From an optimization exercise on the open Yosys and OpenROAD flow, aimed at small area, a short achievable clock period and few clock cycles; shortcuts taken in it are not production practice. At most, simulation tests tie the RTL to the original design; equivalence was not proved. The flow treats the clock pin as an ideal source, which a real chip does not have. No activity file was given, so power comes from the tool's default toggle rates.

trial 15:
==> flow/design.v <==
module fsm(
    input [15:0] dataIn,
    input R_I,
    input reset,
    input clk,
    output reg REG_ERROR,
    output [15:0] dataOut,
    output reg R_O
);
wire        s = dataIn[15];
wire [11:0] x = dataIn[11:0];
wire        busy = R_O | REG_ERROR;
wire        err;
cv_err u_err (.x(dataIn[14:0]), .s(s), .err(err));
wire [11:0] nm;
cv_abs u_abs (.x(x), .s(s), .nm(nm));
wire l4, l8, nl4, nl8;
cv_lt #(.J(4)) u_l4 (.x(x), .s(s), .lt(l4), .nlt(nl4));
cv_lt #(.J(8)) u_l8 (.x(x), .s(s), .lt(l8), .nlt(nl8));
wire [11:0] t4;
genvar g;
generate
    for (g = 8; g < 12; g = g + 1) begin : c_hi
        cv_o221ai u (.a1(nl8), .a2(nm[g-4]), .b1(nl4), .b2(nm[g-8]), .c1(nm[g]), .y(t4[g]));
    end
    for (g = 4; g < 8; g = g + 1) begin : c_mid
        cv_o32ai u (.a1(nl8), .a2(l4), .a3(nm[g-4]), .b1(l8), .b2(nm[g]), .y(t4[g]));
    end
    for (g = 0; g < 4; g = g + 1) begin : c_lo
        cv_nor2 u (.a(l8), .b(nm[g]), .y(t4[g]));
    end
endgenerate
wire f1, f2, f3;
cv_nor2b u_f1 (.a(t4[11]), .bn(t4[10]), .y(f1));
cv_nor3b u_f2 (.a(t4[11]), .b(t4[10]), .cn(t4[9]), .y(f2));
cv_nor4b u_f3 (.a(t4[11]), .b(t4[10]), .c(t4[9]), .dn(t4[8]), .y(f3));
reg        sgn, q8, q4, p1, p2, p3;
reg [11:0] r4;
always @(posedge clk) begin
    sgn <= s;
    q8  <= l4;
    q4  <= l8 & nl4;
    p1  <= f1;
    p2  <= f2;
    p3  <= f3;
    r4  <= t4;
    if (reset) begin
        R_O       <= 1'b0;
        REG_ERROR <= 1'b0;
    end else begin
        R_O       <= R_I & ~busy & ~err;
        REG_ERROR <= R_I & ~busy & err;
    end
end
wire p0 = r4[11];
cv_ao22  u_m0 (.a1(p0), .a2(r4[1]), .b1(p1), .b2(r4[0]), .y(dataOut[0]));
cv_ao222 u_m1 (.a1(p0), .a2(r4[2]), .b1(p1), .b2(r4[1]), .c1(p2), .c2(r4[0]), .y(dataOut[1]));
generate
    for (g = 2; g < 10; g = g + 1) begin : o_m
        cv_ao2222 u (.a1(p0), .a2(r4[g+1]), .b1(p1), .b2(r4[g]), .c1(p2), .c2(r4[g-1]),
                     .d1(p3), .d2(r4[g-2]), .y(dataOut[g]));
    end
endgenerate
cv_exp3 u_exp (.q8(q8), .q4(q4), .p0(p0), .p1(p1), .p2(p2), .p3(p3), .e(dataOut[14:10]));
assign dataOut[15] = sgn;
endmodule
module cv_exp3 (input q8, q4, p0, p1, p2, p3, output [4:0] e);
    assign e[0] = p1 | p3;
    assign e[1] = p0 | p3;
    assign e[2] = p3 ^ q4;
    assign e[3] = p3 ? q8 : ~(q4 | q8);
    assign e[4] = (p0 | p1 | p2 | p3) & ~(p3 & q8);
endmodule
module cv_ao22 (input a1, a2, b1, b2, output y);
    assign y = (a1 & a2) | (b1 & b2);
endmodule
module cv_ao222 (input a1, a2, b1, b2, c1, c2, output y);
    wire u, v;
    cv_aoi22 ua (.a1(a1), .a2(a2), .b1(b1), .b2(b2), .y(u));
    cv_nand2 ub (.a(c1), .b(c2), .y(v));
    cv_nand2 uc (.a(u), .b(v), .y(y));
endmodule
module cv_ao2222 (input a1, a2, b1, b2, c1, c2, d1, d2, output y);
    wire u, v;
    cv_aoi22 ua (.a1(a1), .a2(a2), .b1(b1), .b2(b2), .y(u));
    cv_aoi22 ub (.a1(c1), .a2(c2), .b1(d1), .b2(d2), .y(v));
    cv_nand2 uc (.a(u), .b(v), .y(y));
endmodule
module cv_aoi22 (input a1, a2, b1, b2, output y);
    assign y = ~((a1 & a2) | (b1 & b2));
endmodule
module cv_nor2b (input a, bn, output y);
    assign y = ~a & bn;
endmodule
module cv_nor3b (input a, b, cn, output y);
    assign y = ~a & ~b & cn;
endmodule
module cv_nor4b (input a, b, c, dn, output y);
    assign y = ~a & ~b & ~c & dn;
endmodule
module cv_err (input [14:0] x, input s, output err);
    assign err = s ? ~&x[14:11] : (|x[14:12] | (x[11] & |x[10:0]));
endmodule
module cv_abs (input [11:0] x, input s, output [11:0] nm);
    wire [11:0] lo;
    assign lo[0] = 1'b0;
    genvar i;
    generate
        for (i = 1; i < 12; i = i + 1) begin : p
            assign lo[i] = |x[i-1:0];
        end
    endgenerate
    assign nm = ~(x ^ ({12{s}} & lo));
endmodule
module cv_lt #(parameter J = 4) (input [11:0] x, input s, output lt, nlt);
    wire l = s ? (&x[10:J] & |x[J-1:0]) : ~|x[11:J];
    assign lt  = l;
    assign nlt = ~l;
endmodule
module cv_o32ai (input a1, a2, a3, b1, b2, output y);
    assign y = ~((a1 | a2 | a3) & (b1 | b2));
endmodule
module cv_o221ai (input a1, a2, b1, b2, c1, output y);
    assign y = ~((a1 | a2) & (b1 | b2) & c1);
endmodule
module cv_nor2 (input a, b, output y);
    assign y = ~(a | b);
endmodule
module cv_nand2 (input a, b, output y);
    assign y = ~(a & b);
endmodule
Settings: LEC_CHECK=0, CAP_MARGIN=20, CORE_AREA=2 2 62 62, DIE_AREA=0 0 64 64, SETUP_SLACK_MARGIN=2.6, SLEW_MARGIN=20, SYNTH_HIERARCHICAL=1, SYNTH_MINIMUM_KEEP_SIZE=0; clock period 5.0 ns.
standard.sh (not shown) runs the stock make flow with config.mk's settings and CLKGATE_MAP_FILE= SYNTH_SCRIPT=/design/flow/synth_recipe.tcl, a recipe that flattens the netlist after the stock synthesis.
==> flow/flow/run.sh <==
#!/bin/bash
# ORFS layout as in standard.sh (the standard flow's own layout), with two changes:
#  - synthesis is synth_recipe.tcl, except that ABC maps with the script in
#    flow/map.abc (plain mapping, no sizing: the resizer sizes the cells
#    later) and, if MY_ABC_AVOID is set, without the slow many-input cells it
#    names; registers are mapped as in synth_recipe.tcl and keep their names;
#  - plain buf_1 cells as the port buffers (the resizer upsizes them where
#    timing needs it).
# Settings are in flow/params.sh; the ORFS output goes to standard_flow.log
# and the per-step logs under orfs/logs.
set -euo pipefail
W=$PWD
source "$W/flow/params.sh"
export MY_ABC_D MY_ABC_SCRIPT
# cells whose names match MY_ABC_AVOID (a regular expression) are kept out of ABC's library
MY_ABC_DONTUSE=""
if [[ -n "${MY_ABC_AVOID:-}" ]]; then
  MY_ABC_DONTUSE=$(grep -oE '^\s*cell *\( *"?sky130_fd_sc_hd__[a-z0-9_]+' "$FLOW_HOME/platforms/sky130hd/lib/sky130_fd_sc_hd__tt_025C_1v80.lib" \
    | grep -oE 'sky130_fd_sc_hd__[a-z0-9_]+' | grep -E "sky130_fd_sc_hd__($MY_ABC_AVOID)" | tr '\n' ' ')
fi
export MY_ABC_DONTUSE
# clock tree options, if set, replace ORFS's defaults for clock_tree_synthesis
if [[ -n "${MY_CTS_ARGS:-}" ]]; then export CTS_ARGS="$MY_CTS_ARGS"; fi
export BUFFER_PORTS_ARGS="-buffer_cell sky130_fd_sc_hd__buf_1"
sed "s#SYNTH_SCRIPT=[^ ]*#SYNTH_SCRIPT=$W/flow/my_synth.tcl#" standard.sh > my_standard.sh
bash my_standard.sh finish > standard_flow.log 2>&1
==> flow/flow/params.sh <==
MY_ABC_D=""
MY_ABC_SCRIPT="$W/flow/map.abc"
MY_ABC_AVOID="or4|and4|or3|and3|nor4|nand4|o41|a41|o311|a311|o2111|a2111|mux4|xor3|xnor3|maj3|fa_|ha_"
MY_CTS_ARGS=""
Other scripts of this flow, unchanged in this note and not shown: flow/flow/map.abc, flow/flow/my_synth.tcl
Per the final summary, trial 15 finished and its layout is clean on timing, DRC and antenna.
For build 45, these inputs were changed with respect to trial 15:
==> flow/flow/params.sh <==
MY_ABC_D=""
MY_ABC_SCRIPT="$W/flow/map.abc"
MY_ABC_AVOID="or4|and4|or3|and3|nor4_|nand4|o41|a41|o311|a311|o2111|a2111|mux4|xor3|xnor3|maj3|fa_|ha_"
MY_CTS_ARGS=""
[summary]
Compared to trial 15, the routing of build 45 uses less wire. Note that the total met3 wirelength after detailed routing recorded for build 45 amounts to 1.05 times the value seen in trial 15. Comparing build 45 with trial 15, the net switching fraction of the power came out essentially unchanged. Looking only at critical path depth, and setting everything else aside, the higher value of build 45 and trial 15 goes to trial 15. Delta (build 45 minus trial 15): total net switching power now smaller; total power barely changed. Taking trial 15 as the reference, in build 45 final clock period utilization by the worst path picked up an extra 1.4 points; fraction of synthesized cell area in xor and xnor cells neither gained nor lost much; power density over the cells lost 1.4%; growth of design area from synthesis to finish neither gained nor lost much; core utilization picked up an extra 0.52 points.
No run of this note included a check of the RTL's function; only the layout flow was run.

---

fsm, a different RTL version from the one above (not shown whole).
Size in the first run: about 140 cells after synthesis, roughly 0.0011 mm^2 of cells after synthesis.
clock: 5.0 ns
lec_check: 0
cap_margin: 0
core_area: 2 2 62 62
die_area: 0 0 64 64
setup_slack_margin: 2.68
slew_margin: 0
==> flow/flow/run.sh <==
#!/bin/bash
# ORFS layout as in standard.sh (the standard flow's own layout), with two changes:
#  - synthesis is synth_recipe.tcl, except that ABC maps with the script in
#    flow/map.abc (plain mapping, no sizing: the resizer sizes the cells
#    later) and, if MY_ABC_AVOID is set, without the slow many-input cells it
#    names; registers are mapped as in synth_recipe.tcl and keep their names;
#  - plain buf_1 cells as the port buffers (the resizer upsizes them where
#    timing needs it).
# Settings are in flow/params.sh; the ORFS output goes to standard_flow.log
# and the per-step logs under orfs/logs.
set -euo pipefail
W=$PWD
source "$W/flow/params.sh"
export MY_ABC_D MY_ABC_SCRIPT
# cells whose names match MY_ABC_AVOID (a regular expression) are kept out of ABC's library
MY_ABC_DONTUSE=""
if [[ -n "${MY_ABC_AVOID:-}" ]]; then
  MY_ABC_DONTUSE=$(grep -oE '^\s*cell *\( *"?sky130_fd_sc_hd__[a-z0-9_]+' "$FLOW_HOME/platforms/sky130hd/lib/sky130_fd_sc_hd__tt_025C_1v80.lib" \
    | grep -oE 'sky130_fd_sc_hd__[a-z0-9_]+' | grep -E "sky130_fd_sc_hd__($MY_ABC_AVOID)" | tr '\n' ' ')
fi
export MY_ABC_DONTUSE
# clock tree options, if set, replace ORFS's defaults for clock_tree_synthesis
if [[ -n "${MY_CTS_ARGS:-}" ]]; then export CTS_ARGS="$MY_CTS_ARGS"; fi
# extra ORFS variables (NAME=value words), e.g. repair options
for kv in ${MY_ENV:-}; do export "$kv"; done
export BUFFER_PORTS_ARGS="-buffer_cell sky130_fd_sc_hd__buf_1"
sed "s#SYNTH_SCRIPT=[^ ]*#SYNTH_SCRIPT=$W/flow/my_synth.tcl#" standard.sh > my_standard.sh
bash my_standard.sh finish > standard_flow.log 2>&1
==> flow/flow/map.abc <==
&get -n
&st
&dch
&nf
&put
topo
stime -c
==> flow/flow/params.sh <==
MY_ABC_D=""
MY_ABC_SCRIPT="$W/flow/map.abc"
MY_ABC_AVOID="or4|and4|or3|and3|nor4|nand4|o41|a41|o311|a311|o2111|a2111|mux4|xor3|xnor3|maj3|fa_|ha_"
MY_CTS_ARGS=""
MY_ENV=""
Other scripts of this flow, unchanged in this note and not shown: flow/flow/my_synth.tcl
The starting point finished with timing, DRC and antenna clean.
Testbench counts at the start, summed over its fixed seeds: cycles 24,000.
==> next run, changes <==
==> flow/flow/params.sh (replaced) <==
MY_ABC_D=""
MY_ABC_SCRIPT="$W/flow/map.abc"
MY_ABC_AVOID="or4|and4|or3|and3|o41|a41|o311|a311|o2111|a2111|mux4|xor3|xnor3|maj3|fa_|ha_"
MY_CTS_ARGS=""
MY_ENV=""
--- a/flow/config.mk
+++ b/flow/config.mk
@@ -8 +8 @@
-export CAP_MARGIN = 0
+export CAP_MARGIN = 20
@@ -11,2 +11,2 @@
-export SETUP_SLACK_MARGIN = 2.68
-export SLEW_MARGIN = 0
+export SETUP_SLACK_MARGIN = 2.6
+export SLEW_MARGIN = 20
=> Wire length grows by a few percent; global-route usage is about the same; area after synthesis shrinks by a few percent; total power grows by about a fifth; final area grows by a few percent; via count is about the same; setup slack got worse by 0.045 ns.
==> next run, changes <==
==> flow/flow/params.sh (replaced) <==
MY_ABC_D=""
MY_ABC_SCRIPT="$W/flow/map.abc"
MY_ABC_AVOID="or4|and4|or3|and3|nor4|nand4|o41|a41|o311|a311|o2111|a2111|mux4|xor3|xnor3|maj3|fa_|ha_"
MY_CTS_ARGS=""
MY_ENV=""
--- a/flow/config.mk
+++ b/flow/config.mk
@@ -11 +11 @@
-export SETUP_SLACK_MARGIN = 2.6
+export SETUP_SLACK_MARGIN = 2.68
@@ -12,0 +13 @@
+export TNS_END_PERCENT = 5
What happened:
- via count is lower by 0.74%
- non-clock buffer count fell by 3
- power drops by 13%
- final cell count increases by 4.2%
- clock power shrinks by 44%
- synthesized area rose by 2.8%
- setup slack improves by 0.011 ns
- die area is unchanged
==> next run, changes <==
--- a/flow/config.mk
+++ b/flow/config.mk
@@ -10,0 +11 @@
+export PLACE_DENSITY = 0.85
@@ -13 +13,0 @@
-export TNS_END_PERCENT = 5
=> Wire length is higher by roughly a tenth. Global-route usage is higher by 0.61 points. Critical path depth is higher by 1. Count of clock-buffer cells in the layout is higher by 1.
==> next run, changes <==
==> flow/flow/map.abc (replaced) <==
strash
dch
map
topo
stime -c
--- a/flow/config.mk
+++ b/flow/config.mk
@@ -11 +10,0 @@
-export PLACE_DENSITY = 0.85
What happened: Total power went up by 5.7%. Hold slack hardly moves. Cell count went up by 16%. Setup slack improves by 0.084 ns.
==> next run, changes <==
==> flow/flow/map.abc (replaced) <==
&get -n
&st
&dch
&nf
&put
topo
stime -c
--- a/flow/config.mk
+++ b/flow/config.mk
@@ -11 +11 @@
-export SETUP_SLACK_MARGIN = 2.68
+export SETUP_SLACK_MARGIN = 2.72
Design area goes down by 5.7%.
Wire length drops by 17%.
Power goes down by 9.9%.

-- port drivers added, routing unchanged --
The results above use ideal ports. As a check the final layouts listed here were re-extracted and re-timed, cells and wires unchanged. Step 1 sets driving cells, clkbuf_16 on the clock port and buf_2 on the other inputs (assumed; they add their load-dependent delay and slew). Step 2 times the ports against the registers' clock, not the clock port: input delays grow and output delays shrink by t, the midpoint of the rising clock arrivals with the driver on. a / b / c = ideal / step 1 / step 2; a / b = the first two.
run | t, ns | setup WS [ns] | clock arrival spread, ns | worst data-port slew with drivers (ns)
trial 15 | 0.308 | 2.667 / 2.632 / 2.324 | 0.002 / 0.001 | 0.07
build 45 | 0.312 | 2.597 / 2.577 / 2.306 | 0.005 / 0.005 | 0.03
the first run of note 2 | 0.309 | 2.752 / 2.732 / 2.470 | 0.002 / 0.002 | 0.03
the second run of note 2 | 0.305 | 2.706 / 2.691 / 2.401 | 0.005 / 0.005 | 0.03
the third run of note 2 | 0.309 | 2.718 / 2.698 / 2.467 | 0.002 / 0.002 | 0.03
the fourth run of note 2 | 0.308 | 2.729 / 2.707 / 2.425 | 0.004 / 0.004 | 0.03
the fifth run of note 2 | 0.314 | 2.813 / 2.791 / 2.540 | 0.007 / 0.007 | 0.03
the sixth run of note 2 | 0.307 | 2.748 / 2.727 / 2.444 | 0.005 / 0.005 | 0.03
After both steps every run listed still meets setup and hold. For trial 15, which loses most, drivers alone change the setup slack by -0.035 ns; drivers and shift together by -0.343 ns.
